This design comes from an exercise in tuning for a short achievable clock period and few clock cycles on the open sky130 flow, not from production work.
The RTL was checked by simulation tests, not by an equivalence proof against the original design.
No activity file was given, so power comes from the tool's default toggle rates.

File: design/flow/config.mk
export PLATFORM = sky130hd
export DESIGN_NAME = CPU
export DESIGN_NICKNAME = CPU
export VERILOG_FILES = /design/flow/design.v
export SDC_FILE = /design/flow/constraint.sdc
export NUM_CORES = 8
export LEC_CHECK = 0
export CAP_MARGIN = 40
export CELL_PAD_IN_SITES_GLOBAL_PLACEMENT = 2
export CORE_MARGIN = 2
export CORE_UTILIZATION = 25
export PLACE_DENSITY = 0.3
export SETUP_SLACK_MARGIN = 5
export SLEW_MARGIN = 40
File: design/flow/constraint.sdc
create_clock -name core_clock -period 11.0 [get_ports {clk}]
set_input_delay 2.2000 -clock core_clock [delete_from_list [all_inputs] [get_ports {clk}]]
set_output_delay 2.2000 -clock core_clock [all_outputs]
set_load 0.01 [all_outputs]
File: design/flow/design.v
`timescale 1ns/1ps
module CPU (
  input clk,
  input rst,
  output [7:0] imem_addr,      
  input [31:0] imem_data,
  output [7:0] dmem_addr,      
  output [31:0] dmem_wdata,
  output dmem_we,
  input [31:0] dmem_rdata,
  output [7:0] io_addr,
  output [31:0] io_dout,
  output io_we,
  input [31:0] io_din,
  input [7:0] m_rf_addr,
  output [31:0] rf_data
);
localparam W     = 3;          
localparam NQB   = 3;          
localparam NQ    = 1 << NQB;
localparam NFOLD = 8;          
localparam IXB   = 6;          
localparam NIC   = 1 << IXB;   
localparam PD    = 32;         
localparam NLP   = 4;          
localparam NA    = 2 * W;      
localparam QWB   = 32 + 11 + 8 + 1 + NLP + 8;    
localparam [6:0] OP_R = 7'b0110011, OP_I = 7'b0010011, OP_L = 7'b0000011,
                 OP_S = 7'b0100011, OP_B = 7'b1100011, OP_J = 7'b1101111;
reg  [7:0]      fa;
reg  [8*W-1:0]  adr;       
reg  [W-1:0]    sqr;       
reg  [7:0]      pf;        
reg  [QWB-1:0]  q [0:NQ-1];
reg  [NQB-1:0]  qh;        
reg  [NQB*W-1:0] qhk;      
reg  [NQB:0]    qn;        
reg  [W-1:0]    e_v, e_wr, e_ld, e_br;
reg  [W*W-1:0]  e_D1, e_D2;        
reg  [5*W-1:0]  e_rd;
reg  [32*W-1:0] e_a, e_b, e_c;     
reg  [W*W-1:0]  e_fa, e_fb, e_fc;  
reg  [32*W-1:0] lr;                
reg  [W-1:0]    w_wr;              
reg  [5*W-1:0]  w_rd;
reg             w_st;              
reg  [10:0]     w_sa;
reg  [31:0]     w_sd;
reg  [8*W-1:0]  e_tgt;             
reg  [8*W*W-1:0] e_tgtm;           
reg  [W-1:0]    e_pt;              
reg  [W*NLP-1:0] e_lph;            
reg  [8*W-1:0]  e_pc;
reg             m_ld;              
reg             m_dm, m_io;        
reg  [10:0]     m_a;               
reg  [11*W-1:0] m_fs;
reg  [W-1:0]    m_fa;
reg             s_st;              
reg  [W-1:0]    s_slot;
reg  [10:0]     s_a;               
reg  [11*W-1:0] s_fs;
reg  [W-1:0]    s_fa;
reg  [31:0]     s_d;
reg  [W-1:0]    s_fd;              
reg  [W-1:0]    s_dj;              
localparam SBB = 3;
localparam SB  = 1 << SBB;
reg  [7:0]      sd_a [0:SB-1];
reg  [31:0]     sd_d [0:SB-1];
reg  [SBB-1:0]  sd_h;
reg  [SBB:0]    sd_n;
reg  [7:0]      si_a [0:SB-1];
reg  [31:0]     si_d [0:SB-1];
reg  [SBB-1:0]  si_h;
reg  [SBB:0]    si_n;
reg  [31:0]     rf [1:31];
reg  [NIC-1:0]  ic_v;
reg  [7-IXB:0]  ic_tag [0:NIC-1];
reg  [31:0]     ic_d   [0:NIC-1];
reg  [10:0]     ic_p   [0:NIC-1];    
reg  [7:0]      ic_t   [0:NIC-1];    
reg  [NLP-1:0]  lp_v, lp_tv;
reg  [7:0]      lp_pc   [0:NLP-1];
reg  [3:0]      lp_cc   [0:NLP-1];
reg  [3:0]      lp_cs   [0:NLP-1];
reg  [3:0]      lp_trip [0:NLP-1];
reg  [1:0]      lp_ptr;
reg  [NFOLD-1:0] f_v;
reg  [7:0]      f_key [0:NFOLD-1];
reg  [7:0]      f_tgt [0:NFOLD-1];
reg  [8*W-1:0]  f_sc  [0:NFOLD-1];    
reg  [W-1:0]    f_sq  [0:NFOLD-1];    
reg  [2:0]      f_ptr;
reg             fi_en;                
reg  [7:0]      fi_key, fi_tgt;
function [31:0] fwd;
  input [31:0] v;
  input [W-1:0] sel;
  integer q;
  begin
    fwd = v;
    for (q = 0; q < W; q = q + 1)
      if (sel[q]) fwd = lr[32*q +: 32];
  end
endfunction
function [10:0] eaddr;
  input [10:0] a;
  input [11*W-1:0] fs;
  input [W-1:0] sel;
  integer q;
  begin
    eaddr = a;
    for (q = 0; q < W; q = q + 1)
      if (sel[q]) eaddr = fs[11*q +: 11];
  end
endfunction
wire [10:0] m_addr = eaddr(m_a, m_fs, m_fa);
wire [10:0] s_addr = eaddr(s_a, s_fs, s_fa);
wire        is_io = m_addr[10];
reg  [31:0] dm_data, fq_data;
reg  [SB-1:0] smatch, snewer;
reg  [SBB-1:0] sqi;
reg          fq_hit;
integer q35;
always @* begin
  for (q35 = 0; q35 < SB; q35 = q35 + 1) begin
    sqi = sd_h + q35;
    smatch[q35] = (q35 < sd_n) && (sd_a[sqi] == m_addr[9:2]);
  end
  snewer[SB-1] = 1'b0;
  for (q35 = SB - 2; q35 >= 0; q35 = q35 - 1)
    snewer[q35] = snewer[q35+1] | smatch[q35+1];
  fq_data = 32'd0;
  fq_hit  = 1'b0;
  for (q35 = 0; q35 < SB; q35 = q35 + 1) begin
    sqi = sd_h + q35;
    if (smatch[q35] && !snewer[q35]) fq_data = fq_data | sd_d[sqi];
    fq_hit = fq_hit | smatch[q35];
  end
  if (w_st && !w_sa[10] && w_sa[9:2] == m_addr[9:2]) dm_data = w_sd;
  else if (fq_hit)                                    dm_data = fq_data;
  else                                                dm_data = dmem_rdata;
end
wire [31:0] ld_data = is_io ? io_din : dm_data;
reg [32*W-1:0] oa, ob, oc;
integer q3;
always @*
  for (q3 = 0; q3 < W; q3 = q3 + 1) begin
    oa[32*q3 +: 32] = fwd(e_a[32*q3 +: 32], e_fa[W*q3 +: W]);
    ob[32*q3 +: 32] = fwd(e_b[32*q3 +: 32], e_fb[W*q3 +: W]);
    oc[32*q3 +: 32] = fwd(e_c[32*q3 +: 32], e_fc[W*q3 +: W]);
  end
reg [32*W-1:0] res;
reg [31:0] ea, eb, ec, cs, cc;
integer q0;
always @* begin
  for (q0 = 0; q0 < W; q0 = q0 + 1) begin
    ea = oa[32*q0 +: 32];
    eb = ob[32*q0 +: 32];
    ec = oc[32*q0 +: 32];
    cs = ea ^ eb ^ ec;
    cc = {(ea[30:0] & eb[30:0]) | (ea[30:0] & ec[30:0]) | (eb[30:0] & ec[30:0]), 1'b0};
    res[32*q0 +: 32] = e_ld[q0] ? ld_data : (cs + cc);
  end
end
function eqsum;
  input [31:0] x, y, z;
  reg [31:0] c;
  begin
    c = {((x[30:0] & y[30:0]) | ((x[30:0] | y[30:0]) & ~z[30:0])), 1'b0};
    eqsum = ~|((x ^ y ^ z) ^ c);
  end
endfunction
reg [W-1:0] e_eq;
integer k20, j20;
always @* begin
  for (k20 = 0; k20 < W; k20 = k20 + 1) begin
    e_eq[k20] = ~|(oa[32*k20 +: 32] ^ ob[32*k20 +: 32]);
    for (j20 = 0; j20 < k20; j20 = j20 + 1) begin
      if (e_D1[k20*W+j20] && e_D2[k20*W+j20])
        e_eq[k20] = 1'b1;
      else if (e_D1[k20*W+j20])
        e_eq[k20] = eqsum(oa[32*j20 +: 32], ob[32*j20 +: 32], ob[32*k20 +: 32]);
      else if (e_D2[k20*W+j20])
        e_eq[k20] = eqsum(oa[32*j20 +: 32], ob[32*j20 +: 32], oa[32*k20 +: 32]);
    end
  end
end
reg [W-1:0] e_tk, e_kill;
reg         rdir;
reg [7:0]   rtgt, rpf, dq;
reg [8*W-1:0] rtgtm;
integer q1;
always @* begin
  rdir = 1'b0;
  rtgt = 8'd0;
  rtgtm = {8*W{1'b0}};
  rpf  = 8'd0;
  for (q1 = 0; q1 < W; q1 = q1 + 1) begin
    e_kill[q1] = rdir;
    e_tk[q1]   = e_v[q1] & e_br[q1] & (e_eq[q1] ^ e_pt[q1]) & ~rdir;
    dq = pf - e_tgt[8*q1 +: 8];
    if (e_tk[q1]) begin
      rtgt = e_tgt[8*q1 +: 8];
      rtgtm = e_tgtm[8*W*q1 +: 8*W];
      rpf  = (dq < PD - 1) ? pf + 8'd1 : (dq < NIC) ? pf : e_tgt[8*q1 +: 8];
    end
    rdir = rdir | e_tk[q1];
  end
end
reg [31:0] sdat;
integer q36;
always @* begin
  sdat = fwd(s_d, s_fd);
  for (q36 = 0; q36 < W; q36 = q36 + 1)
    if (s_dj[q36]) sdat = res[32*q36 +: 32];
end
wire s_go  = s_st & ~|(s_slot & e_kill);
wire sd_out = (sd_n != 0) & ~m_dm;      
wire si_out = (si_n != 0) & ~m_io;
assign dmem_addr  = m_dm ? m_addr[9:2] : sd_a[sd_h];
assign dmem_wdata = sd_d[sd_h];
assign dmem_we    = sd_out;
assign io_addr    = m_io ? m_addr[7:0] : si_a[si_h];
assign io_dout    = si_d[si_h];
assign io_we      = si_out;
function [8:0] nseq;             
  input [7:0] a;
  integer q;
  reg hit;
  reg [7:0] t;
  begin
    hit = 1'b0;
    t = 8'd0;
    for (q = 0; q < NFOLD; q = q + 1)
      if (f_v[q] && f_key[q] == a) begin
        hit = 1'b1;
        t = t | f_tgt[q];
      end
    nseq = hit ? {1'b0, t} : {1'b1, a + 8'd1};
  end
endfunction
reg [8*NA-1:0] A;           
reg [NA-1:0]   SQ;
reg [8*W-1:0]  PL;          
reg [W-1:0]    PH;          
reg [8*W*W-1:0] PC;         
reg [W*W-1:0]  PQ;
reg            pdone;
reg [7:0]      pkey;
integer m2, j2, q2;
always @* begin
  A[7:0] = fa;
  SQ[0]  = sqr[0];
  for (m2 = 1; m2 < W; m2 = m2 + 1) begin
    A[8*m2 +: 8] = adr[8*m2 +: 8];
    SQ[m2]       = sqr[m2];
  end
  PH = {W{1'b0}};
  PC = {8*W*W{1'b0}};
  PQ = {W*W{1'b0}};
  for (j2 = 0; j2 < W; j2 = j2 + 1) begin
    pkey = A[8*(W-1) +: 8] + j2;
    PL[8*j2 +: 8] = pkey + 8'd1;
    for (q2 = 0; q2 < NFOLD; q2 = q2 + 1)
      if (f_v[q2] && f_key[q2] == pkey) begin
        PH[j2] = 1'b1;
        PC[8*W*j2 +: 8*W] = PC[8*W*j2 +: 8*W] | f_sc[q2];
        PQ[W*j2 +: W] = PQ[W*j2 +: W] | f_sq[q2];
      end
  end
  for (m2 = 0; m2 < W; m2 = m2 + 1) begin
    A[8*(W+m2) +: 8] = PL[8*m2 +: 8];
    SQ[W+m2]         = 1'b1;
  end
  pdone = 1'b0;
  for (j2 = 0; j2 < W; j2 = j2 + 1)
    if (!pdone && PH[j2]) begin
      pdone = 1'b1;
      for (m2 = j2; m2 < W; m2 = m2 + 1) begin
        A[8*(W+m2) +: 8] = PC[8*W*j2 + 8*(m2-j2) +: 8];
        SQ[W+m2]         = (m2 == j2) ? 1'b0 : PQ[W*j2 + (m2-j2)];
      end
    end
end
function [10:0] pdec;
  input [31:0] ins;
  reg r, i, l, st, b, j;
  begin
    r  = ins[6:0] == OP_R;
    i  = ins[6:0] == OP_I;
    l  = ins[6:0] == OP_L;
    st = ins[6:0] == OP_S;
    b  = ins[6:0] == OP_B;
    j  = ins[6:0] == OP_J;
    pdec = {j | (b & (ins[19:15] == ins[24:20])),
            l | st,
            (r | st | b) & (ins[24:20] != 5'd0),
            (r | i | l | st | b) & (ins[19:15] != 5'd0),
            (r | i | l) & (ins[11:7] != 5'd0),
            j, b, st, l, i, r};
  end
endfunction
wire [10:0] imem_p = pdec(imem_data);
wire [7:0]  imem_t = pf + (imem_p[5] ? imem_data[29:22] : {imem_data[29:25], imem_data[11:9]});
reg [32*W-1:0] I;
reg [11*W-1:0] IP;
reg [8*W-1:0]  IT;
reg [W-1:0]    H, HC;
integer k3;
always @* begin
  for (k3 = 0; k3 < W; k3 = k3 + 1) begin
    HC[k3] = ic_v[A[8*k3 +: IXB]] && (ic_tag[A[8*k3 +: IXB]] == A[8*k3+IXB +: 8-IXB]);
    I[32*k3 +: 32]  = HC[k3] ? ic_d[A[8*k3 +: IXB]] : imem_data;
    IP[11*k3 +: 11] = HC[k3] ? ic_p[A[8*k3 +: IXB]] : imem_p;
    IT[8*k3 +: 8]   = HC[k3] ? ic_t[A[8*k3 +: IXB]] : imem_t;
    H[k3] = HC[k3] | (A[8*k3 +: 8] == pf);
  end
end
reg [W-1:0]    fx, fb;
reg [8*W-1:0]  T;
reg [8*W*W-1:0] TT;         
integer k4, r4;
always @* begin
  for (k4 = 0; k4 < W; k4 = k4 + 1) begin
    fx[k4] = IP[11*k4 + 10];
    fb[k4] = IP[11*k4 + 4] & ~IP[11*k4 + 10];       
    T[8*k4 +: 8] = IT[8*k4 +: 8];
    for (r4 = 0; r4 < W; r4 = r4 + 1)
      TT[8*(k4*W+r4) +: 8] = IT[8*k4 +: 8] + r4;
  end
end
reg [W*NLP-1:0] LPH;
reg [W-1:0]     pt;
integer k18, e18;
always @* begin
  for (k18 = 0; k18 < W; k18 = k18 + 1) begin
    pt[k18] = 1'b0;
    for (e18 = 0; e18 < NLP; e18 = e18 + 1) begin
      LPH[k18*NLP+e18] = fb[k18] && lp_v[e18] && (lp_pc[e18] == A[8*k18 +: 8]);
      if (LPH[k18*NLP+e18] && lp_tv[e18] && (lp_cs[e18] == lp_trip[e18])) pt[k18] = 1'b1;
    end
  end
end
wire        room = qn <= NQ - W;
reg [W-1:0] fv;
integer k6;
always @* begin
  fv[0] = H[0] & room;
  for (k6 = 1; k6 < W; k6 = k6 + 1)
    fv[k6] = fv[k6-1] & H[k6] & ~fx[k6-1] & ~pt[k6-1];
end
reg [W-1:0]   FEH;
reg [8*W*W-1:0] FES;
reg [W*W-1:0] FEQ;
reg [7:0]     fkey;
integer k23, q23;
always @* begin
  FEH = {W{1'b0}};
  FES = {8*W*W{1'b0}};
  FEQ = {W*W{1'b0}};
  for (k23 = 0; k23 < W; k23 = k23 + 1) begin
    fkey = A[8*k23 +: 8] - 8'd1;
    for (q23 = 0; q23 < NFOLD; q23 = q23 + 1)
      if (f_v[q23] && f_key[q23] == fkey) begin
        FEH[k23] = 1'b1;
        FES[8*W*k23 +: 8*W] = FES[8*W*k23 +: 8*W] | f_sc[q23];
        FEQ[W*k23 +: W] = FEQ[W*k23 +: W] | f_sq[q23];
      end
  end
end
reg [7:0]     nfa;
reg [8*W-1:0] nadr;
reg [W-1:0]   nsqr;
reg           fxgo, fxc;
reg [8*W-1:0] fxt, fxs;
reg [W-1:0]   fxq;
integer k7, m7;
always @* begin
  nfa  = A[8*W +: 8];
  nadr = {8*W{1'b0}};
  for (m7 = 1; m7 < W; m7 = m7 + 1) nadr[8*m7 +: 8] = A[8*(W+m7) +: 8];
  nsqr = SQ[W +: W];
  for (k7 = W - 1; k7 >= 0; k7 = k7 - 1)
    if (!fv[k7]) begin
      nfa = A[8*k7 +: 8];
      for (m7 = 1; m7 < W; m7 = m7 + 1) nadr[8*m7 +: 8] = A[8*(k7+m7) +: 8];
      nsqr = SQ[k7 +: W];
    end
  fxgo = 1'b0;
  fxc  = 1'b0;
  fxt  = {8*W{1'b0}};
  fxs  = {8*W{1'b0}};
  fxq  = {W{1'b0}};
  for (k7 = 0; k7 < W; k7 = k7 + 1)
    if (fv[k7] && (fx[k7] || pt[k7])) begin
      fxgo = 1'b1;
      fxt  = fxt | TT[8*k7*W +: 8*W];
      if (fx[k7] && FEH[k7]) begin
        fxc = 1'b1;
        fxs = FES[8*W*k7 +: 8*W];
        fxq = FEQ[W*k7 +: W];
      end
    end
  if (fxgo) begin
    nfa  = fxt[7:0];
    for (m7 = 1; m7 < W; m7 = m7 + 1) nadr[8*m7 +: 8] = fxc ? fxs[8*m7 +: 8] : fxt[8*m7 +: 8];
    nsqr = fxc ? {fxq[W-1:1], 1'b0} : {{(W-1){1'b1}}, 1'b0};
  end
end
reg       ins_en;
reg [7:0] ins_key, ins_tgt;
integer k8;
always @* begin
  ins_en  = 1'b0;
  ins_key = 8'd0;
  ins_tgt = 8'd0;
  for (k8 = W - 1; k8 >= 0; k8 = k8 - 1)
    if (fv[k8] && fx[k8] && SQ[k8]) begin
      ins_en  = 1'b1;
      ins_key = A[8*k8 +: 8] - 8'd1;
      ins_tgt = T[8*k8 +: 8];
    end
end
reg [8*W-1:0] fi_sc;
reg [W-1:0]   fi_sq;
reg [8:0]     fi_t9;
integer m24;
always @* begin
  fi_sc[7:0] = fi_tgt;
  fi_sq[0]   = 1'b0;
  for (m24 = 1; m24 < W; m24 = m24 + 1) begin
    fi_t9 = nseq(fi_sc[8*(m24-1) +: 8]);
    fi_sc[8*m24 +: 8] = fi_t9[7:0];
    fi_sq[m24] = fi_t9[8];
  end
end
reg fi_dup;
integer q9;
always @* begin
  fi_dup = 1'b0;
  for (q9 = 0; q9 < NFOLD; q9 = q9 + 1)
    if (f_v[q9] && f_key[q9] == fi_key) fi_dup = 1'b1;
end
reg [7:0] npf;
reg       hcw;
reg [7:0] dpf;
integer k22;
always @* begin
  hcw  = ic_v[A[8*W +: IXB]] && (ic_tag[A[8*W +: IXB]] == A[8*W+IXB +: 8-IXB]);
  dpf  = pf - A[7:0];
  npf  = (dpf < PD - 1) ? pf + 8'd1 : (dpf < PD) ? pf :
         dpf[7] ? A[8*W +: 8] : pf;
  if (!hcw && A[8*W +: 8] != pf) npf = A[8*W +: 8];
  for (k22 = W - 1; k22 >= 0; k22 = k22 - 1)
    if (!HC[k22] && A[8*k22 +: 8] != pf) npf = A[8*k22 +: 8];
  if (rdir)  npf = rpf;
end
assign imem_addr = pf;
reg [QWB*W-1:0] fq;
reg [7:0]       alt;
integer k25;
always @* begin
  for (k25 = 0; k25 < W; k25 = k25 + 1) begin
    alt = pt[k25] ? A[8*k25 +: 8] + 8'd1 : T[8*k25 +: 8];
    fq[QWB*k25 +: QWB] = {alt, LPH[k25*NLP +: NLP], pt[k25], A[8*k25 +: 8],
                          IP[11*k25 +: 11], I[32*k25 +: 32]};
  end
end
reg [QWB*W-1:0] xq;
reg [W-1:0]     xv;
reg [NQB-1:0]   xi;
integer k26;
always @* begin
  for (k26 = 0; k26 < W; k26 = k26 + 1) begin
    xi = qhk[NQB*k26 +: NQB];
    xq[QWB*k26 +: QWB] = q[xi];
    xv[k26] = qn > k26;
  end
end
reg [W-1:0]    isr, isi, isl, iss, isb, isj, wr, u1, u2, mem, xfx, xpt;
reg [5*W-1:0]  rd, s1, s2;
reg [12*W-1:0] IMMI;
reg [11*W-1:0] MIMM;
reg [8*W-1:0]  XALT, XPC;
reg [W*NLP-1:0] XLPH;
reg [31:0]     xins;
integer k27;
always @* begin
  for (k27 = 0; k27 < W; k27 = k27 + 1) begin
    xins = xq[QWB*k27 +: 32];
    {xfx[k27], mem[k27], u2[k27], u1[k27], wr[k27], isj[k27], isb[k27], iss[k27], isl[k27], isi[k27], isr[k27]}
      = xq[QWB*k27 + 32 +: 11];
    XPC[8*k27 +: 8]      = xq[QWB*k27 + 43 +: 8];
    xpt[k27]             = xq[QWB*k27 + 51];
    XLPH[NLP*k27 +: NLP] = xq[QWB*k27 + 52 +: NLP];
    XALT[8*k27 +: 8]     = xq[QWB*k27 + 52 + NLP +: 8];
    rd[5*k27 +: 5] = xins[11:7];
    s1[5*k27 +: 5] = xins[19:15];
    s2[5*k27 +: 5] = xins[24:20];
    IMMI[12*k27 +: 12] = xins[31:20];
    MIMM[11*k27 +: 11] = iss[k27] ? {xins[30:25], xins[11:7]} : xins[30:20];
  end
end
reg [W*W-1:0] D1, D2;
reg [W-1:0]   d1, d2, dep;
integer k5, j5, m5;
always @* begin
  D1 = {W*W{1'b0}};
  D2 = {W*W{1'b0}};
  for (k5 = 1; k5 < W; k5 = k5 + 1) begin
    for (j5 = 0; j5 < k5; j5 = j5 + 1) begin
      if (wr[j5] && rd[5*j5 +: 5] == s1[5*k5 +: 5] && u1[k5]) begin
        for (m5 = 0; m5 < W; m5 = m5 + 1) D1[k5*W+m5] = 1'b0;
        D1[k5*W+j5] = 1'b1;
      end
      if (wr[j5] && rd[5*j5 +: 5] == s2[5*k5 +: 5] && u2[k5]) begin
        for (m5 = 0; m5 < W; m5 = m5 + 1) D2[k5*W+m5] = 1'b0;
        D2[k5*W+j5] = 1'b1;
      end
    end
  end
  for (k5 = 0; k5 < W; k5 = k5 + 1) begin
    d1[k5]  = |D1[k5*W +: W];
    d2[k5]  = |D2[k5*W +: W];
    dep[k5] = d1[k5] | d2[k5];
  end
end
wire sroom = (sd_n <= SB - 3) & (si_n <= SB - 3);
reg [W-1:0] xgo, ldb4, stb4;
reg         bad;
integer k28, j28;
always @* begin
  xgo[0]   = xv[0] & ~(iss[0] & ~sroom);
  ldb4[0]  = 1'b0;
  stb4[0]  = 1'b0;
  for (k28 = 1; k28 < W; k28 = k28 + 1) begin
    ldb4[k28] = ldb4[k28-1] | isl[k28-1];
    stb4[k28] = stb4[k28-1] | iss[k28-1];
    bad = ~xv[k28] | (isl[k28] & (ldb4[k28] | stb4[k28])) |
          (iss[k28] & (stb4[k28] | ~sroom)) | (mem[k28] & d1[k28]) |
          (d1[k28] & d2[k28] & ~isb[k28]);
    for (j28 = 0; j28 < k28; j28 = j28 + 1)
      if (D1[k28*W+j28] | (D2[k28*W+j28] & ~iss[k28]))
        bad = bad | isl[j28] | dep[j28];
    if (isb[k28] && d1[k28] && d2[k28] && (D1[k28*W +: W] != D2[k28*W +: W]))
      bad = 1'b1;
    xgo[k28] = xgo[k28-1] & ~bad;
  end
end
function [31:0] rdreg;
  input [4:0] r;
  integer rr, q;
  begin
    rdreg = 32'd0;
    for (rr = 1; rr < 32; rr = rr + 1)
      rdreg = rdreg | ({32{r == rr}} & rf[rr]);
    for (q = 0; q < W; q = q + 1)
      if (w_wr[q] && w_rd[5*q +: 5] == r) rdreg = lr[32*q +: 32];
  end
endfunction
function [W-1:0] efw;
  input [4:0] r;
  integer q;
  begin
    efw = {W{1'b0}};
    for (q = 0; q < W; q = q + 1)
      if (e_wr[q] && e_rd[5*q +: 5] == r) begin
        efw = {W{1'b0}};
        efw[q] = 1'b1;
      end
  end
endfunction
reg [32*W-1:0] V1, V2, BOP;
reg [W*W-1:0]  F1, F2, FB;
integer k11;
always @* begin
  for (k11 = 0; k11 < W; k11 = k11 + 1) begin
    V1[32*k11 +: 32] = u1[k11] ? rdreg(s1[5*k11 +: 5]) : 32'd0;
    V2[32*k11 +: 32] = u2[k11] ? rdreg(s2[5*k11 +: 5]) : 32'd0;
    F1[W*k11 +: W]   = u1[k11] ? efw(s1[5*k11 +: 5]) : {W{1'b0}};
    F2[W*k11 +: W]   = u2[k11] ? efw(s2[5*k11 +: 5]) : {W{1'b0}};
    BOP[32*k11 +: 32] = isr[k11] ? V2[32*k11 +: 32] :
                        {{20{IMMI[12*k11+11]}}, IMMI[12*k11 +: 12]};
    FB[W*k11 +: W]   = isr[k11] ? F2[W*k11 +: W] : {W{1'b0}};
  end
end
reg [32*W-1:0] na, nb, nc;
reg [W*W-1:0]  nfa_, nfb, nfc;
reg [W-1:0]    xbr;
integer k13, j13;
always @* begin
  na   = V1;
  nfa_ = F1;
  nc   = {32*W{1'b0}};
  nfc  = {W*W{1'b0}};
  for (k13 = 0; k13 < W; k13 = k13 + 1) begin
    xbr[k13] = isb[k13] & ~xfx[k13];
    nb[32*k13 +: 32] = xbr[k13] ? V2[32*k13 +: 32] : BOP[32*k13 +: 32];
    nfb[W*k13 +: W]  = xbr[k13] ? F2[W*k13 +: W] : FB[W*k13 +: W];
  end
  for (k13 = 1; k13 < W; k13 = k13 + 1)
    for (j13 = 0; j13 < k13; j13 = j13 + 1) begin
      if (xbr[k13]) begin
      end else if (D1[k13*W+j13]) begin
        na[32*k13 +: 32] = V1[32*j13 +: 32];
        nb[32*k13 +: 32] = BOP[32*j13 +: 32];
        nc[32*k13 +: 32] = BOP[32*k13 +: 32];
        nfa_[W*k13 +: W] = F1[W*j13 +: W];
        nfb[W*k13 +: W]  = FB[W*j13 +: W];
        nfc[W*k13 +: W]  = FB[W*k13 +: W];
      end else if (D2[k13*W+j13] && isr[k13]) begin
        na[32*k13 +: 32] = V1[32*j13 +: 32];
        nb[32*k13 +: 32] = BOP[32*j13 +: 32];
        nc[32*k13 +: 32] = V1[32*k13 +: 32];
        nfa_[W*k13 +: W] = F1[W*j13 +: W];
        nfb[W*k13 +: W]  = FB[W*j13 +: W];
        nfc[W*k13 +: W]  = F1[W*k13 +: W];
      end
    end
end
reg [10:0] n_ma, n_mimm, n_sa, n_simm;
reg [11*W-1:0] n_mfs, n_sfs;
reg [W-1:0] n_mfa, n_sfa;
reg [31:0] n_sd;
reg        n_mld, n_sst, n_mdm, n_mio;
reg [W-1:0] n_sslot, n_sfd, n_sdj;
integer k14;
always @* begin
  n_mld = 1'b0; n_mdm = 1'b0; n_mio = 1'b0; n_ma = 11'd0; n_mimm = 11'd0; n_mfa = {W{1'b0}};
  n_sst = 1'b0; n_sa = 11'd0; n_simm = 11'd0; n_sfa = {W{1'b0}}; n_sd = 32'd0;
  n_sslot = {W{1'b0}}; n_sfd = {W{1'b0}}; n_sdj = {W{1'b0}};
  for (k14 = W - 1; k14 >= 0; k14 = k14 - 1) begin
    if (xgo[k14] && isl[k14]) begin
      n_mld   = 1'b1;
      n_ma    = V1[32*k14 +: 11] + MIMM[11*k14 +: 11];
      n_mdm   = |F1[W*k14 +: W] | ~n_ma[10];
      n_mio   = |F1[W*k14 +: W] | n_ma[10];
      n_mimm  = MIMM[11*k14 +: 11];
      n_mfa   = F1[W*k14 +: W];
    end
    if (xgo[k14] && iss[k14]) begin
      n_sst   = 1'b1;
      n_sa    = V1[32*k14 +: 11] + MIMM[11*k14 +: 11];
      n_simm  = MIMM[11*k14 +: 11];
      n_sfa   = F1[W*k14 +: W];
      n_sd    = V2[32*k14 +: 32];
      n_sfd   = F2[W*k14 +: W];
      n_sdj   = D2[k14*W +: W];
      n_sslot = {W{1'b0}};
      n_sslot[k14] = 1'b1;
    end
  end
  for (k14 = 0; k14 < W; k14 = k14 + 1) begin
    n_mfs[11*k14 +: 11] = res[32*k14 +: 11] + n_mimm;
    n_sfs[11*k14 +: 11] = res[32*k14 +: 11] + n_simm;
  end
end
reg [NQB:0] xn;
integer k29;
always @* begin
  xn = 0;
  for (k29 = 0; k29 < W; k29 = k29 + 1)
    if (xgo[k29]) xn = k29 + 1;
end
reg [NQB:0] fn;
integer k30;
always @* begin
  fn = 0;
  for (k30 = 0; k30 < W; k30 = k30 + 1)
    if (fv[k30]) fn = k30 + 1;
end
wire [W-1:0] x_go = xgo & {W{~rdir}};    
integer i15, j15;
always @(posedge clk or posedge rst) begin
  if (rst) begin
    fa   <= 8'd0;
    for (i15 = 0; i15 < W; i15 = i15 + 1) adr[8*i15 +: 8] <= i15;
    sqr  <= {{(W-1){1'b1}}, 1'b0};
    qh   <= {NQB{1'b0}};
    for (i15 = 0; i15 < W; i15 = i15 + 1) qhk[NQB*i15 +: NQB] <= i15;
    qn   <= {(NQB+1){1'b0}};
    e_v  <= {W{1'b0}};
    e_wr <= {W{1'b0}};
    e_ld <= {W{1'b0}};
    e_br <= {W{1'b0}};
    e_D1 <= {W*W{1'b0}};
    e_D2 <= {W*W{1'b0}};
    e_rd <= {5*W{1'b0}};
    e_a  <= {32*W{1'b0}};
    e_b  <= {32*W{1'b0}};
    e_c  <= {32*W{1'b0}};
    e_fa <= {W*W{1'b0}};
    e_fb <= {W*W{1'b0}};
    e_fc <= {W*W{1'b0}};
    lr   <= {32*W{1'b0}};
    w_wr <= {W{1'b0}};
    w_rd <= {5*W{1'b0}};
    w_st <= 1'b0;
    w_sa <= 11'd0;
    w_sd <= 32'd0;
    e_tgt <= {8*W{1'b0}};
    e_tgtm <= {8*W*W{1'b0}};
    e_pt  <= {W{1'b0}};
    e_lph <= {W*NLP{1'b0}};
    e_pc  <= {8*W{1'b0}};
    m_ld <= 1'b0;
    m_dm <= 1'b0;
    m_io <= 1'b0;
    m_a <= 11'd0;
    m_fs <= {11*W{1'b0}};
    m_fa <= {W{1'b0}};
    s_st <= 1'b0;
    s_slot <= {W{1'b0}};
    s_a <= 11'd0;
    s_fs <= {11*W{1'b0}};
    s_fa <= {W{1'b0}};
    s_d <= 32'd0;
    s_fd <= {W{1'b0}};
    s_dj <= {W{1'b0}};
  end else begin
    if (rdir) begin
      fa  <= rtgt;
      for (i15 = 1; i15 < W; i15 = i15 + 1) adr[8*i15 +: 8] <= rtgtm[8*i15 +: 8];
      sqr <= {{(W-1){1'b1}}, 1'b0};
    end else begin
      fa  <= nfa;
      for (i15 = 1; i15 < W; i15 = i15 + 1) adr[8*i15 +: 8] <= nadr[8*i15 +: 8];
      sqr <= nsqr;
    end
    if (rdir) begin
      qn <= {(NQB+1){1'b0}};
    end else begin
      qh <= qh + xn[NQB-1:0];
      for (i15 = 0; i15 < W; i15 = i15 + 1) qhk[NQB*i15 +: NQB] <= qh + xn[NQB-1:0] + i15;
      qn <= qn - xn + fn;
    end
    e_v  <= x_go;
    e_wr <= x_go & wr;
    e_ld <= x_go & isl;
    e_br <= x_go & xbr;
    e_D1 <= D1;
    e_D2 <= D2;
    e_rd <= rd;
    e_a  <= na;
    e_b  <= nb;
    e_c  <= nc;
    e_fa <= nfa_;
    e_fb <= nfb;
    e_fc <= nfc;
    lr   <= res;
    w_wr <= e_wr & ~e_kill;
    w_rd <= e_rd;
    w_st <= s_go;
    w_sa <= s_addr;
    w_sd <= sdat;
    e_tgt <= XALT;
    for (i15 = 0; i15 < W; i15 = i15 + 1)
      for (j15 = 0; j15 < W; j15 = j15 + 1)
        e_tgtm[8*(i15*W+j15) +: 8] <= XALT[8*i15 +: 8] + j15;
    e_pt  <= xpt;
    e_lph <= XLPH;
    e_pc  <= XPC;
    m_ld <= n_mld & ~rdir;
    m_dm <= n_mld & n_mdm;
    m_io <= n_mld & n_mio;
    m_a <= n_ma;
    m_fs <= n_mfs;
    m_fa <= n_mfa;
    s_st <= n_sst & ~rdir;
    s_slot <= n_sslot;
    s_a <= n_sa;
    s_fs <= n_sfs;
    s_fa <= n_sfa;
    s_d <= n_sd;
    s_fd <= n_sfd;
    s_dj <= n_sdj;
  end
end
reg [NQB-1:0] wi;
integer i31;
always @(posedge clk) begin
  for (i31 = 0; i31 < W; i31 = i31 + 1)
    if (fv[i31]) begin
      wi = qh + qn[NQB-1:0] + i31;
      q[wi] <= fq[QWB*i31 +: QWB];
    end
end
reg [SBB-1:0] sqw;
integer i37;
always @(posedge clk or posedge rst) begin
  if (rst) begin
    sd_h <= {SBB{1'b0}};
    sd_n <= {(SBB+1){1'b0}};
    si_h <= {SBB{1'b0}};
    si_n <= {(SBB+1){1'b0}};
  end else begin
    sd_h <= sd_h + sd_out;
    sd_n <= sd_n - sd_out + (w_st & ~w_sa[10]);
    si_h <= si_h + si_out;
    si_n <= si_n - si_out + (w_st & w_sa[10]);
  end
end
always @(posedge clk) begin
  if (w_st && !w_sa[10]) begin
    sqw = sd_h + sd_n[SBB-1:0];
    sd_a[sqw] <= w_sa[9:2];
    sd_d[sqw] <= w_sd;
  end
  if (w_st && w_sa[10]) begin
    sqw = si_h + si_n[SBB-1:0];
    si_a[sqw] <= w_sa[7:0];
    si_d[sqw] <= w_sd;
  end
end
integer i16, k16;
always @(posedge clk or posedge rst) begin
  if (rst) begin
    for (i16 = 1; i16 < 32; i16 = i16 + 1) rf[i16] <= 32'd0;
  end else begin
    for (i16 = 1; i16 < 32; i16 = i16 + 1)
      for (k16 = 0; k16 < W; k16 = k16 + 1)
        if (w_wr[k16] && w_rd[5*k16 +: 5] == i16) rf[i16] <= lr[32*k16 +: 32];
  end
end
always @(posedge clk or posedge rst) begin
  if (rst) begin
    ic_v <= {NIC{1'b0}};
    pf   <= 8'd0;
  end else begin
    ic_v[pf[IXB-1:0]] <= 1'b1;
    pf <= npf;
  end
end
always @(posedge clk) begin
  ic_tag[pf[IXB-1:0]] <= pf[7:IXB];
  ic_d[pf[IXB-1:0]]   <= imem_data;
  ic_p[pf[IXB-1:0]]   <= imem_p;
  ic_t[pf[IXB-1:0]]   <= imem_t;
end
integer i17;
always @(posedge clk or posedge rst) begin
  if (rst) begin
    fi_en  <= 1'b0;
    fi_key <= 8'd0;
    fi_tgt <= 8'd0;
    f_v    <= {NFOLD{1'b0}};
    f_ptr  <= 3'd0;
    for (i17 = 0; i17 < NFOLD; i17 = i17 + 1) begin
      f_key[i17] <= 8'd0;
      f_tgt[i17] <= 8'd0;
      f_sc[i17]  <= {8*W{1'b0}};
      f_sq[i17]  <= {W{1'b0}};
    end
  end else begin
    fi_en  <= ins_en;
    fi_key <= ins_key;
    fi_tgt <= ins_tgt;
    if (fi_en && !fi_dup) begin
      f_v[f_ptr]   <= 1'b1;
      f_key[f_ptr] <= fi_key;
      f_tgt[f_ptr] <= fi_tgt;
      f_sc[f_ptr]  <= fi_sc;
      f_sq[f_ptr]  <= fi_sq;
      f_ptr        <= f_ptr + 3'd1;
    end
  end
end
reg [3:0] ncc [0:NLP-1];
reg [3:0] ntrip [0:NLP-1];
reg [NLP-1:0] ntv;
reg [NLP-1:0] lp_alloc;
reg [7:0] lp_apc;
integer k19, e19;
always @* begin
  for (e19 = 0; e19 < NLP; e19 = e19 + 1) begin
    ncc[e19]   = lp_cc[e19];
    ntrip[e19] = lp_trip[e19];
    ntv[e19]   = lp_tv[e19];
  end
  lp_alloc = {NLP{1'b0}};
  lp_apc   = 8'd0;
  for (k19 = 0; k19 < W; k19 = k19 + 1)
    if (e_v[k19] && e_br[k19] && !e_kill[k19]) begin
      for (e19 = 0; e19 < NLP; e19 = e19 + 1)
        if (e_lph[k19*NLP+e19]) begin
          if (e_eq[k19]) begin
            ntrip[e19] = ncc[e19];
            ntv[e19]   = 1'b1;
            ncc[e19]   = 4'd0;
          end else if (ncc[e19] != 4'd15) begin
            ncc[e19]   = ncc[e19] + 4'd1;
          end else begin
            ntv[e19]   = 1'b0;
          end
        end
      if (e_eq[k19] && !(|e_lph[k19*NLP +: NLP])) begin
        lp_alloc = {NLP{1'b0}};
        lp_alloc[lp_ptr] = 1'b1;
        lp_apc = e_pc[8*k19 +: 8];
      end
    end
end
integer e21, k21;
always @(posedge clk or posedge rst) begin
  if (rst) begin
    lp_v   <= {NLP{1'b0}};
    lp_tv  <= {NLP{1'b0}};
    lp_ptr <= 2'd0;
    for (e21 = 0; e21 < NLP; e21 = e21 + 1) begin
      lp_pc[e21]   <= 8'd0;
      lp_cc[e21]   <= 4'd0;
      lp_cs[e21]   <= 4'd0;
      lp_trip[e21] <= 4'd0;
    end
  end else begin
    for (e21 = 0; e21 < NLP; e21 = e21 + 1) begin
      if (lp_alloc[e21]) begin
        lp_v[e21]    <= 1'b1;
        lp_tv[e21]   <= 1'b0;
        lp_pc[e21]   <= lp_apc;
        lp_cc[e21]   <= 4'd0;
        lp_cs[e21]   <= 4'd0;
        lp_trip[e21] <= 4'd0;
      end else begin
        lp_cc[e21]   <= ncc[e21];
        lp_trip[e21] <= ntrip[e21];
        lp_tv[e21]   <= ntv[e21];
        if (rdir) begin
          lp_cs[e21] <= ncc[e21];
        end else begin
          for (k21 = 0; k21 < W; k21 = k21 + 1)
            if (LPH[k21*NLP+e21] && fv[k21])
              lp_cs[e21] <= pt[k21] ? 4'd0 : lp_cs[e21] + 4'd1;
        end
      end
    end
    if (|lp_alloc) lp_ptr <= lp_ptr + 2'd1;
  end
end
reg  [31:0] rfd [1:31];
reg  [W-1:0]    dw;
reg  [5*W-1:0]  dwr;
reg  [32*W-1:0] dwd;
integer i34, k34;
always @(posedge clk or posedge rst) begin
  if (rst) begin
    dw  <= {W{1'b0}};
    dwr <= {5*W{1'b0}};
    dwd <= {32*W{1'b0}};
    for (i34 = 1; i34 < 32; i34 = i34 + 1) rfd[i34] <= 32'd0;
  end else begin
    dw  <= w_wr;
    dwr <= w_rd;
    dwd <= lr;
    for (i34 = 1; i34 < 32; i34 = i34 + 1)
      for (k34 = 0; k34 < W; k34 = k34 + 1)
        if (dw[k34] && dwr[5*k34 +: 5] == i34) rfd[i34] <= dwd[32*k34 +: 32];
  end
end
wire [4:0] dbg = m_rf_addr[4:0];
reg  [31:0] dbu0 [0:15];
reg  [31:0] dbu1 [0:7];
reg  [31:0] dbu2 [0:3];
reg  [31:0] dbu3 [0:1];
integer r40;
always @* begin
  for (r40 = 0; r40 < 16; r40 = r40 + 1)
    dbu0[r40] = dbg[4] ? rfd[r40+16] : ((r40 == 0) ? 32'd0 : rfd[r40]);
  for (r40 = 0; r40 < 8; r40 = r40 + 1) dbu1[r40] = dbg[3] ? dbu0[r40+8] : dbu0[r40];
  for (r40 = 0; r40 < 4; r40 = r40 + 1) dbu2[r40] = dbg[2] ? dbu1[r40+4] : dbu1[r40];
  for (r40 = 0; r40 < 2; r40 = r40 + 1) dbu3[r40] = dbg[1] ? dbu2[r40+2] : dbu2[r40];
end
assign rf_data = dbg[0] ? dbu3[1] : dbu3[0];
endmodule  
File: design/flow/run.sh
#!/bin/bash
# synth_recipe.tcl (not shown) runs the flow's synth.tcl, then flattens the netlist and writes it again
# the make line also repeats each setting of config.mk as NAME=value (left out here)
make -C /OpenROAD-flow-scripts/flow DESIGN_CONFIG=/design/flow/config.mk WORK_HOME=/design/flow/orfs CLKGATE_MAP_FILE= SYNTH_SCRIPT=/design/flow/synth_recipe.tcl finish
==> results of run 1 <==
==> per-stage QoR <==
| stage | utilization [%] | cells | total power, mW |
|---|---|---|---|
| 2_1_floorplan | - | 44046 | 98.9 |
| 3_3_place_gp | 27.2 | 67053 | 163 |
| 3_5_place_dp | 27.5 | 67232 | 164 |
| 4_1_cts | 30.6 | 70306 | 209 |
| 5_1_grt | 31.1 | 71051 | 220 |
| 6_report | 31.2 | 71731 | 217 |
==> cell families (layout without fill, tap and decap cells) <==
kind of cell    Yosys count  after routing  share of synthesized area, %
compound gates        11618          11618                          15.7
xor+xnor               1536           1536                          2.86
fa+ha+maj               705            705                          2.30
buf+inv                5110           6753                          4.21
flops                  7008           7008                          41.0
mux                    6679           6679                          23.5
other cells               0            929                             0
simple gates          11390          11407                          10.4
==> path summary, 6_finish.rpt <==
path	start	end	slack (ns)	depth (start not counted)
min	rfd[16][4]$_DFFE_PP0P_	rfd[16][4]$_DFFE_PP0P_	0.47	2
max in group asynchronous	rst	rfd[10][15]$_DFFE_PP0P_	7.11	8
max reg2reg	sd_h[0]$_DFF_PP0_	m_fs[10]$_DFF_PP0_	3.92	32
max	sd_h[0]$_DFF_PP0_	m_fs[10]$_DFF_PP0_	3.92	32
min reg2reg	rfd[16][4]$_DFFE_PP0P_	rfd[16][4]$_DFFE_PP0P_	0.47	2
min in group asynchronous	rst	si_n[1]$_DFF_PP0_	1.19	2
==> area by class of cell <==
class	instances	share of cell area, %
Multi-Input combinational cell	31945	46.7
Sequential cell	7008	33.0
Antenna cell	929	0.395
Timing Repair Buffer	4485	8.77
Inverter	496	0.334
Tap cell	25096	5.33
Clock inverter	494	1.01
Clock buffer	1278	4.48
==> per-layer routing <==
| layer | up-vias | wire (um) |
|---|---|---|
| met2 | 31865 | 1640000 |
| met4 | 108 | 316000 |
| li1 | 170666 | - |
| met3 | 9980 | 330000 |
| met1 | 239118 | 1490000 |
| met5 | - | 1720 |
==> what timing repair did <==
action / CTS / global route
setup endpoints to repair: 1691 / 626
hold buffers: 0 / 0
gates cloned: 139 / 17
setup buffers: 1163 / 441
gates resized for setup: 2759 / 959
pin swaps: 542 / 436
hold endpoints to repair: 0 / 0
==> power groups by stage <==
stage	clock network [mW]	logic [mW]	registers (mW)
after floorplan	0	60.6	38.3
after global routing	34.8	141	44.2
after CTS	33.9	132	43.8
after global placement	0	118	45.2
after detailed placement	0	120	44.8
final	33.2	139	44.5
==> layout by cell type (no fill, tap or decap), drive strengths merged, types with 431 or more instances in the layout <==
master	instances
mux2	532
a21oi	2125
mux4	3494
nand3	567
diode	929
clkbuf	1313
inv	500
xor2	523
o21ai	4253
xnor2	1013
ha	431
edfxtp	3680
nand4	574
nand2	6463
buf	4244
a221oi	660
a22o	694
dfrtp	3322
nor2	2149
mux2i	2653
a22oi	1962
==> worst register-to-register path: cells and delay by family, from the launching register on <==
family                   cells  cell delay (ns)
AO/OA/AOI/OAI               11             1.92
XOR/XNOR                     3             0.58
adder cells (fa/ha/maj)      2             0.57
buffers and inverters        8             1.12
flip-flops                   1             0.50
multiplexers                 3             1.13
AND/OR/NAND/NOR              5             1.17
==> registers in the layout (all words and copies together), names as in the netlist, 256 cells and up <==
signal	count
rfd	992
si_d	256
ic_p	576
ic_d	1408
rf	992
q	416
ic_t	512
sd_d	256
==> results by group, run 1 <==
Setup path
  – Delay-heaviest family, CP: compound AO/OA/AOI/OAI gates
  – Crit path kind: reg -> reg
  – Buffers plus inverters on the worst setup path: 8
  – CP Launch Type: register
  – CP required: 12.21 ns
  – Critical Path AT: 8.29 ns
  – Worst stage delay on the critical path: 0.54 ns
  – Worst path slowest cell: mux4_2
  – Critical Path Fanout Max: 7
  – Setup crit end kind: register

Die
  – Initial Util: 25.0%
  – # IOs: 228
  – Site Rows: 505
  – DIE HEIGHT: 1.38 mm
  – Core ar.: 1890000 um2
  – Die area: 1900000 um2
  – Die Wd: 1.38 mm

STA
  – Final hold slack: 0.471 ns
  – Final slew viol count: 0
  – Slew headroom: 22.8%
  – F_max: 141 MHz
  – Tcrit/Tclk final: 64.3%
  – Final setup vio count: 0
  – RSZ-0062 raised after global routing: true
  – Layout Skew: 0.159 ns
  – Setup TNS: 0 ns
  – Period minus WS final: 7.08 ns
  – Final WS setup: 3.92 ns
  – Hold Vio Cnt, Final: 0
  – Worst-margin pin slew: 1.16 ns

Power
  – Switching share of power: 53.5%
  – Lkg Pwr: 224 nW
  – Power Density: 368 nW/um2
  – Sw Pwr: 116 mW
  – Maximum VDD drop: 0.405 mV
  – Internal: 101 mW
  – Clock network fraction of design power: 15.3%
  – Sequential Power Share: 20.5%
  – Logic pwr share: 64.2%

Clock network
  – CTS Buf Count: 952
  – Htree depth: 6
  – Clock transition at path regs: 0.06 ns
  – Max Buffers Root-to-Sink: 5
  – CTS tree: yes
  – Skew-Pair Late Insertion Delay: 1.40 ns
  – Root buf cell: clkbuf_16
  – # clock sinks: 7008

GRT
  – GR met1 Demand/Resource: 47.4%
  – GR peak layer: met2
  – Met2 Usage GRT: 57.8%
  – Met3 usage: 11.5%
  – Global-route wire length before repair: 4770 mm
  – GRT Overall Usage: 38.4%
  – Grt total ovfl: 0
  – Vias in the first global route: 419645
  – Initial antenna violation count: 526
  – Largest net degree at the start of global routing: 123

Outcome
  – Layout Check Fails: antenna violations
  – Status: finished with violations

Routing
  – First-pass iteration count of the detailed router: 14
  – WL per Instance: 52.7 um
  – DR DRC count: 0
  – Via count: 451737
  – DR iter-0 viols: 65484
  – Post-DR vias/cell: 6.30
  – Total Routed Length: 3780 mm
  – ANT nets after route: 4

Yosys
  – Most common cell in the netlist: nand2_1
  – Synth Flop Type: edfxtp_1
  – Syn Inst Count: 44046
  – Share of the synthesized area in the top cell type: 23.4%
  – Syn avg cell area: 10.7 um2
  – Synth top area cells: edfxtp_1 23%, dfrtp_1 18%, mux4_2 17%
  – Ys async rst share: 47.5%
  – Synth cell types: 114
  – Synthesis warning total: 17
  – Syn_nets: 44856
  – Post-Syn Area: 473000 um2
  – Most frequent cells after synthesis: 6456 x nand2_1, 4200 x o21ai_0, 3680 x edfxtp_1, 3494 x mux4_2, 3476 x clkbuf_1
  – Flop and latch count out of synthesis: 7008
  – EDFF count, synth: 3680
  – Post-synthesis sequential area ratio: 41.0%
  – Synth area leader: edfxtp_1

Placement
  – HPWL Detailed: 2460 mm
  – Gpl congestion: 1.01
  – Input/output buffers: 221
  – Placement Cell Area: 519000 um2
  – Setup Slack @ Placement: 1.00 ns

Hold path
  – Hold crit path type: reg -> reg

Final layout
  – Final #Nets: 45698
  – Multi-input logic area: 275000 um2
  – Storage cell area: 194000 um2
  – Final Cell Area: 589000 um2
  – Fraction of layout cells with a size suffix above 1: 27.2%
  – P&R area growth vs syn: 24.7%
  – Fill cell count: 191068

Job
  – Max-cap viol count: 0
Testbench counts, summed over its fixed seeds: cycles 18,589.
==> run 2: changes to the inputs <==
--- a/design/flow/design.v
+++ b/design/flow/design.v
@@ -15,7 +15,7 @@
   input [7:0] m_rf_addr,
   output [31:0] rf_data
 );
-localparam W     = 3;          
+localparam W     = 4;          
 localparam NQB   = 3;          
 localparam NQ    = 1 << NQB;
 localparam NFOLD = 8;          
--- a/design/flow/config.mk
+++ b/design/flow/config.mk
@@ -8,7 +8,7 @@
 export CAP_MARGIN = 40
 export CELL_PAD_IN_SITES_GLOBAL_PLACEMENT = 2
 export CORE_MARGIN = 2
-export CORE_UTILIZATION = 25
+export CORE_UTILIZATION = 20
 export PLACE_DENSITY = 0.3
 export SETUP_SLACK_MARGIN = 5
 export SLEW_MARGIN = 40
==> results by group, run 2 <==
GRT
  – Grt total ovfl: 1
  – GRT Overall Usage: 39.8%
  – Largest net degree at the start of global routing: 113

Die
  – Initial Util: 20.0%
  – # IOs: 228
  – Site Rows: 627
  – DIE HEIGHT: 1.71 mm
  – Die Wd: 1.71 mm

Yosys
  – Mux cell area share after synthesis: 23.9%
  – Largest family of logic cells by synthesized area: multiplexers
  – Ys async rst share: 50.2%
  – Syn avg cell area: 9.99 um2
  – Post-synthesis sequential area ratio: 34.9%
  – Most frequent cells after synthesis: 5995 x clkbuf_1, 5398 x nand2_1, 5022 x nor2_1, 4466 x mux4_2, 4243 x a21oi_1
  – Synth area leader: edfxtp_1
  – Synth Area in Adders: 2.90%
  – Syn_nets: 59475
  – Most common cell in the netlist: clkbuf_1
  – Synth Flop Type: dfrtp_1
  – EDFF count, synth: 3680
  – Post-Syn Area: 583000 um2
  – Flop and latch count out of synthesis: 7389
  – Share of the synthesized area in the top cell type: 19.0%
  – XOR/XNOR Fraction of Synth Area: 3.45%
  – Synth top area cells: edfxtp_1 19%, mux4_2 17%, dfrtp_1 16%
  – Simple-gate share of the synthesized area: 10.6%
  – Syn Inst Count: 58316
  – Compound-gate portion of the synthesized area: 19.0%
  – Synthesis warning total: 17
  – Synth cell types: 112

Clock network
  – Hold-fix buffers, CTS: 0
  – Root buf cell: clkbuf_16
  – Max Buffers Root-to-Sink: 6
  – CTS Buf Count: 1148
  – Htree depth: 7
  – # clock sinks: 7389

Outcome
  – Failing step: global routing (5_1_grt)
  – Status: did not finish
  – First error: [ERROR GRT-0232] Routing congestion too high. Check the congestion heatmap in the GUI.

Placement
  – HPWL Detailed: 4080 mm
  – Input/output buffers: 221
  – Placement Cell Area: 658000 um2
  – Gpl congestion: 1.02
  – Setup Slack @ Placement: 0.845 ns
==> run 2: power by group through the flow <==
stage	Clock [mW]	Combinational [mW]	Sequential, mW
after floorplan	0	86.4	40.6
after global placement	0	178	51.0
after detailed placement	0	180	50.7
after CTS	39.3	208	49.4
==> run 2: how the worst max path moves through the flow <==
stage	slack (ns)	startpoint	end
after floorplan	-42.86	rst	adr[10]$_DFFE_PP0P_
after global placement	-1.05	e_fb[0]$_DFF_PP0_	pf[2]$_DFFE_PP0P_
after detailed placement	0.85	imem_data[4]	fa[2]$_DFFE_PP0P_
after CTS	3.47	m_rf_addr[3]	rf_data[14]
==> run 2: cells by family after synthesis <==
logic type | Yosys count
simple gates | 14248
mux | 8240
buf+inv | 8157
fa+ha+maj | 1054
xor+xnor | 2256
compound gates | 16972
flops | 7389
==> run 2: layer usage <==
layer  GRT overflow  GRT usage [%]
met1              1           48.6
met2              0           58.8
met3              0           13.4
met4              0           27.5
met5              0           1.86
==> run 2: per-stage QoR <==
stage | util, % | cells
2_1_floorplan | - | 58316
3_3_place_gp | 22.3 | 94162
3_5_place_dp | 22.6 | 94445
4_1_cts | 26.3 | 99868
==> run 2: timing repair <==
| action | 4_1_cts |
|---|---|
| buffers inserted | 3076 |
| pin swaps | 1881 |
| gates resized for setup | 8117 |
| setup endpoints to repair | 1958 |
| cloned | 299 |
Testbench counts of run 2, summed over its fixed seeds: cycles 17,082.

==> static timing again, ports no longer ideal <==
The flow's constraints put no driver on any port. The routed layout listed below was extracted and timed again, unchanged, in two steps. Step 1 (the two cells are an assumption about what drives the block):
set clk [get_ports {clk}]
set_driving_cell -lib_cell sky130_fd_sc_hd__clkbuf_16 $clk
set_driving_cell -lib_cell sky130_fd_sc_hd__buf_2 [delete_from_list [all_inputs] $clk]
Step 2 times the ports against the registers' clock, not the clock port: input delays grow and output delays shrink by t, the midpoint of the rising clock arrivals with the driver on. a / b / c = ideal ports / drivers / drivers and shift; a / b = the first two.
run: run 1
shift t [ns]: 1.518
setup WS [ns]: 3.922 / 3.922 / 3.640
worst setup path after step 2: input to register
latest minus earliest clock arrival (ns): 0.164 / 0.164
pins driven straight from the clock port: 1
The setup slack of run 1 moves by 0.000 ns with the drivers and by -0.282 ns with both steps.
